What follows belongs to an exercise in optimizing a design on an open flow for small area and a short achievable clock period; a production flow would make more cautious choices. In this exercise RTL edits were held to simulation tests only and were not proved equivalent to the original. No activity file was given, so power comes from the tool's default toggle rates.

== run a ==
Design mac_array, start of the top module:
module mac_array (
    input  clk,
    input  rst_n,
    input  [3:0] enable,
    input  [3:0] clear_acc,
    input  [31:0] input_data,
    input  [31:0] weight,
    output [63:0] mac_out,
    output [63:0] activated_out,
    output [3:0] valid,
    output [3:0] overflow
);
Settings: LEC_CHECK=0, CAP_MARGIN=20, CORE_MARGIN=2, CORE_UTILIZATION=40, CTS_BUF_LIST=sky130_fd_sc_hd__clkbuf_4 sky130_fd_sc_hd__clkbuf_8, SETUP_SLACK_MARGIN=4.3, SLEW_MARGIN=20, SYNTH_HIERARCHICAL=1; clock period 8.5 ns.
standard.sh (not shown) runs the stock make flow with config.mk's settings and CLKGATE_MAP_FILE= SYNTH_SCRIPT=/design/flow/synth_recipe.tcl, a recipe that flattens the netlist after the stock synthesis.
==> flow/flow/run.sh <==
#!/bin/bash
# Layout flow: the standard ORFS flow with two changes.
#  1. Synthesis extracts full/half adder cells only inside the carry-save
#     cells (csa_fa, csa_ha); the other adders are left to ABC, so their
#     carry chains are not built from slow full-adder cells.  Registers are
#     untouched, so they match the standard synthesis.
#  2. The port buffers use the smallest buffer cell; timing repair upsizes
#     the ones on critical paths.
set -euo pipefail
HERE=$PWD
sed 's/^\(  extract_fa {\*}\[dont_use_extract_fa_args\]\)$/\1 csa_fa csa_ha/' \
  "$FLOW_HOME/scripts/synth.tcl" > "$HERE/synth_sel.tcl"
grep -q 'dont_use_extract_fa_args\] csa_fa csa_ha' "$HERE/synth_sel.tcl"
sed "s#^source \$::env(SCRIPTS_DIR)/synth.tcl\$#source $HERE/synth_sel.tcl#" \
  "$HERE/synth_recipe.tcl" > "$HERE/synth_recipe_sel.tcl"
grep -q "source $HERE/synth_sel.tcl" "$HERE/synth_recipe_sel.tcl"
export BUFFER_PORTS_ARGS="-buffer_cell sky130_fd_sc_hd__buf_1"
bash standard.sh SYNTH_SCRIPT="$HERE/synth_recipe_sel.tcl" finish > standard.log 2>&1
Edits applied to the flow inputs when going from run a to run b:
--- a/flow/flow/run.sh
+++ b/flow/flow/run.sh
@@ -18 +18 @@
-bash standard.sh SYNTH_SCRIPT="$HERE/synth_recipe_sel.tcl" finish > standard.log 2>&1
+bash standard.sh SYNTH_SCRIPT="$HERE/synth_recipe_sel.tcl" RECOVER_POWER=100 finish > standard.log 2>&1
--- a/flow/config.mk
+++ b/flow/config.mk
@@ -12 +12 @@
-export SETUP_SLACK_MARGIN = 4.3
+export SETUP_SLACK_MARGIN = 4.0
--- outcome ---
The final report for run b shows a completed flow and a layout that fails verification, specifically max-capacitance violations, max-slew violations. Max post-CTS setup-driven buffer insertion count across run b and run a: run a. Run b vs. run a: fraction of the cycle the final worst path needs went up by 15 points; cell count along the critical path went up by 1. Max total track usage across run b and run a: run a. Hold slack: run b vs run a — no meaningful difference. Sort run b and run a by power share of the combinational group, ascending, and run b comes first. Comparing clock distribution area overhead in the final layout for run b and run a, the bigger number came from run b. When run b is set beside run a, its total power divided by cell area turns out to be 25 nW/µm² smaller. Power delta for run b relative to run a: 15% lower. Run b against run a; wire length is down by a few percent. The run with more setup slack is run a; run b has less.

---

wip/quartz:
mac_array again, from the RTL that the note above started with.
clock: 8.5 ns
lec_check: 0
cap_margin: 20
core_margin: 2
core_utilization: 40
cts_buf_list: sky130_fd_sc_hd__clkbuf_4 sky130_fd_sc_hd__clkbuf_8
setup_slack_margin: 4.0
slew_margin: 20
synth_hierarchical: 1
==> flow/flow/run.sh <==
#!/bin/bash
# Layout flow: the standard ORFS flow with two changes.
#  1. Synthesis extracts full/half adder cells only inside the carry-save
#     cells (csa_fa, csa_ha); the other adders are left to ABC, so their
#     carry chains are not built from slow full-adder cells.  Registers are
#     untouched, so they match the standard synthesis.
#  2. The port buffers use the smallest buffer cell; timing repair upsizes
#     the ones on critical paths.
set -euo pipefail
HERE=$PWD
sed 's/^\(  extract_fa {\*}\[dont_use_extract_fa_args\]\)$/\1 csa_fa csa_ha/' \
  "$FLOW_HOME/scripts/synth.tcl" > "$HERE/synth_sel.tcl"
grep -q 'dont_use_extract_fa_args\] csa_fa csa_ha' "$HERE/synth_sel.tcl"
sed "s#^source \$::env(SCRIPTS_DIR)/synth.tcl\$#source $HERE/synth_sel.tcl#" \
  "$HERE/synth_recipe.tcl" > "$HERE/synth_recipe_sel.tcl"
grep -q "source $HERE/synth_sel.tcl" "$HERE/synth_recipe_sel.tcl"
export BUFFER_PORTS_ARGS="-buffer_cell sky130_fd_sc_hd__buf_1"
bash standard.sh SYNTH_SCRIPT="$HERE/synth_recipe_sel.tcl" finish > standard.log 2>&1
Here is what was changed in the inputs of wip/sierra compared with wip/quartz.
==> flow/flow/run.sh <==
#!/bin/bash
# Standard layout, with the port buffers made from the smallest buffer cell
# instead of the resizer's default pick; timing repair upsizes them as needed.
cp standard.sh standard_sh.txt
export BUFFER_PORTS_ARGS="-buffer_cell sky130_fd_sc_hd__buf_1"
bash standard.sh > standard.log 2>&1
### Flow results
In the reports for wip/quartz and wip/sierra, the smaller met1 routing resource usage after global routing belongs to wip/quartz.
Per the comparison of wip/sierra with wip/quartz, worst hold slack lost 0.037 ns, non-clock buffer total of the final layout went up 6, clock transition at the register clock pins on the worst setup and hold paths after CTS comparable, proportion of total power due to net switching went down 1.3 points.
The source of the critical timing path comes out mac_channels[0].mac_inst.up_c[0] in one run and mac_channels[0].mac_inst.up_s[0] in the other, namely in wip/quartz and wip/sierra respectively.
Time the worst path needs with I/O delays and setup delta (wip/sierra − wip/quartz): unfavourable
Setup changes, wip/sierra to wip/nickel
# wip/sierra
export LEC_CHECK = 0
export CAP_MARGIN = 20
export CORE_MARGIN = 2
export CORE_UTILIZATION = 40
export CTS_BUF_LIST = sky130_fd_sc_hd__clkbuf_4 sky130_fd_sc_hd__clkbuf_8
export SETUP_SLACK_MARGIN = 4.0
export SLEW_MARGIN = 20
export SYNTH_HIERARCHICAL = 1
create_clock -name core_clock -period 8.5 [get_ports {clk}]
# wip/nickel
export LEC_CHECK = 0
export CAP_MARGIN = 20
export CORE_MARGIN = 2
export CORE_UTILIZATION = 65
export CTS_BUF_LIST = sky130_fd_sc_hd__clkbuf_4 sky130_fd_sc_hd__clkbuf_8
export PLACE_DENSITY = 0.75
export SETUP_SLACK_MARGIN = 4.0
export SLEW_MARGIN = 20
export SYNTH_HIERARCHICAL = 1
create_clock -name core_clock -period 8.5 [get_ports {clk}]
==> flow/flow/run.sh <==
#!/bin/bash
# Layout flow: the standard ORFS flow with two changes.
#  1. Synthesis extracts full/half adder cells only inside the carry-save
#     cells (csa_fa, csa_ha); the other adders are left to ABC, so their
#     carry chains are not built from slow full-adder cells.  Registers are
#     untouched, so they match the standard synthesis.
#  2. The port buffers use the smallest buffer cell; timing repair upsizes
#     the ones on critical paths.
set -euo pipefail
HERE=$PWD
sed 's/^\(  extract_fa {\*}\[dont_use_extract_fa_args\]\)$/\1 csa_fa csa_ha/' \
  "$FLOW_HOME/scripts/synth.tcl" > "$HERE/synth_sel.tcl"
grep -q 'dont_use_extract_fa_args\] csa_fa csa_ha' "$HERE/synth_sel.tcl"
sed "s#^source \$::env(SCRIPTS_DIR)/synth.tcl\$#source $HERE/synth_sel.tcl#" \
  "$HERE/synth_recipe.tcl" > "$HERE/synth_recipe_sel.tcl"
grep -q "source $HERE/synth_sel.tcl" "$HERE/synth_recipe_sel.tcl"
export BUFFER_PORTS_ARGS="-buffer_cell sky130_fd_sc_hd__buf_1"
bash standard.sh SYNTH_SCRIPT="$HERE/synth_recipe_sel.tcl" finish > standard.log 2>&1
Results
wip/nickel: no failed stages, no open violations at the end. Number of cells on the worst reg-to-reg path ended up 4 lower on wip/nickel than on wip/sierra. Relative to wip/sierra, the buffer and inverter count on the worst path of wip/nickel is higher by 1. Looking at clock period minus final worst setup slack, wip/nickel sits 0.25 ns lower than wip/sierra does. Average detailed-routed wire length per instance, wip/nickel vs wip/sierra: up by more than 10%. wip/nickel vs wip/sierra, wire length went up by 9.5%. wip/nickel ended with less sequential share of layout area than wip/sierra. wip/nickel reports its origin of the worst setup path as mac_channels[1].mac_inst.up_c[3] while wip/sierra reports mac_channels[0].mac_inst.up_s[0]. Note that the count of fill cells added during filler insertion recorded for wip/sierra amounts to 2.2 times the value seen in wip/nickel. Summary — worst setup slack, wip/nickel relative to wip/sierra: higher, by 0.25 ns.
## Diff of input files: wip/fjord against wip/nickel
# wip/nickel
export LEC_CHECK = 0
export CAP_MARGIN = 20
export CORE_MARGIN = 2
export CORE_UTILIZATION = 65
export CTS_BUF_LIST = sky130_fd_sc_hd__clkbuf_4 sky130_fd_sc_hd__clkbuf_8
export PLACE_DENSITY = 0.75
export SETUP_SLACK_MARGIN = 4.0
export SLEW_MARGIN = 20
export SYNTH_HIERARCHICAL = 1
create_clock -name core_clock -period 8.5 [get_ports {clk}]
# wip/fjord
export LEC_CHECK = 0
export CAP_MARGIN = 20
export CORE_MARGIN = 2
export CORE_UTILIZATION = 40
export CTS_BUF_LIST = sky130_fd_sc_hd__clkbuf_4 sky130_fd_sc_hd__clkbuf_8
export SETUP_SLACK_MARGIN = 4.6
export SLEW_MARGIN = 20
export SYNTH_HIERARCHICAL = 1
create_clock -name core_clock -period 8.5 [get_ports {clk}]
==> run notes <==
- ~same number of buffers created by CTS in wip/fjord and wip/nickel
- wip/fjord closes out successfully: all stages finished, all timing, DRC and antenna checks passed.
- Critical-path maximum fanout: wip/fjord < wip/nickel
- Diff wip/nickel -> wip/fjord: met1 demand-to-capacity share in global routing saw a decrease; final critical delay including setup and external delays saw a decrease; global-route wire length before repair saw an increase; total power saw an increase; share of cell area taken by multi-input logic gates saw a decrease.
- Summary — global-route usage over all layers, wip/fjord relative to wip/nickel: lower, by 9.2 points.
--- input diff wip/fjord..wip/delta ---
# wip/fjord
export LEC_CHECK = 0
export CAP_MARGIN = 20
export CORE_MARGIN = 2
export CORE_UTILIZATION = 40
export CTS_BUF_LIST = sky130_fd_sc_hd__clkbuf_4 sky130_fd_sc_hd__clkbuf_8
export SETUP_SLACK_MARGIN = 4.6
export SLEW_MARGIN = 20
export SYNTH_HIERARCHICAL = 1
create_clock -name core_clock -period 8.5 [get_ports {clk}]
# wip/delta
export LEC_CHECK = 0
export CAP_MARGIN = 20
export CORE_MARGIN = 2
export CORE_UTILIZATION = 40
export CTS_BUF_LIST = sky130_fd_sc_hd__clkbuf_4 sky130_fd_sc_hd__clkbuf_8
export SETUP_SLACK_MARGIN = 4.5
export SLEW_MARGIN = 20
export SYNTH_HIERARCHICAL = 1
create_clock -name core_clock -period 8.5 [get_ports {clk}]
==> flow/flow/run.sh <==
#!/bin/bash
# Standard layout, with the port buffers made from the smallest buffer cell
# instead of the resizer's default pick; timing repair upsizes them as needed.
cp standard.sh standard_sh.txt
export BUFFER_PORTS_ARGS="-buffer_cell sky130_fd_sc_hd__buf_1"
bash standard.sh > standard.log 2>&1
==> run notes <==
Across both runs, synthesized area was lower for wip/delta than for wip/fjord.
wip/delta vs wip/fjord, transition time of the tightest slew-check pin went down by 0.057 ns.
Complex-gate fraction of the synthesized area in wip/delta vs wip/fjord: down 2.9 points
Comparing the two runs side by side, wip/delta comes out ahead of wip/fjord on starting DRC count in detailed routing.
When wip/delta is set beside wip/fjord, its finished layout cell area turns out to be 7.7% smaller.
wip/delta: clock period minus final worst setup slack 0.35 ns above wip/fjord
From wip/fjord to wip/delta the numbers moved as follows: number of nets in the synthesized netlist now sits lower, peak supply drop now sits lower, global-route wire length before repair now sits lower, switching power as a share of total power now sits higher.
The horizontal die dimension number comes out higher for wip/fjord vs wip/delta.

re-timing with driven ports:
How much do the figures lean on ideal ports? The routed layouts below were timed once more, with nothing changed but the port constraints. Step 1, drivers: a clkbuf_16 drives clk and a buf_2 each remaining input, both assumed. Step 2, shift: input delay + t, output delay - t, t = (earliest + latest rising clock arrival at the registers) / 2. This alone moves slack from input paths to output paths. a / b / c = no drivers / after step 1 / after step 2; a / b = the first two.
run | shift t [ns] | setup WS [ns] | clock arrival spread, ns | worst register clock-pin slew, ns
run a | 0.526 | 4.081 / 4.037 / 3.833 | 0.015 / 0.015 | 0.10 / 0.10
run b | 0.536 | 2.765 / 2.718 / 2.378 | 0.016 / 0.016 | 0.10 / 0.10
wip/quartz | 0.535 | 3.984 / 3.936 / 3.600 | 0.015 / 0.016 | 0.10 / 0.10
wip/sierra | 0.524 | 3.613 / 3.563 / 3.620 | 0.023 / 0.023 | 0.11 / 0.11
wip/nickel | 0.516 | 3.858 / 3.818 / 3.631 | 0.022 / 0.022 | 0.10 / 0.10
wip/fjord | 0.579 | 3.962 / 3.919 / 3.930 | 0.023 / 0.023 | 0.11 / 0.11
wip/delta | 0.530 | 3.609 / 3.563 / 3.770 | 0.016 / 0.015 | 0.10 / 0.10
For run b, which loses most, drivers alone change the setup slack by -0.047 ns; drivers and shift together by -0.387 ns.
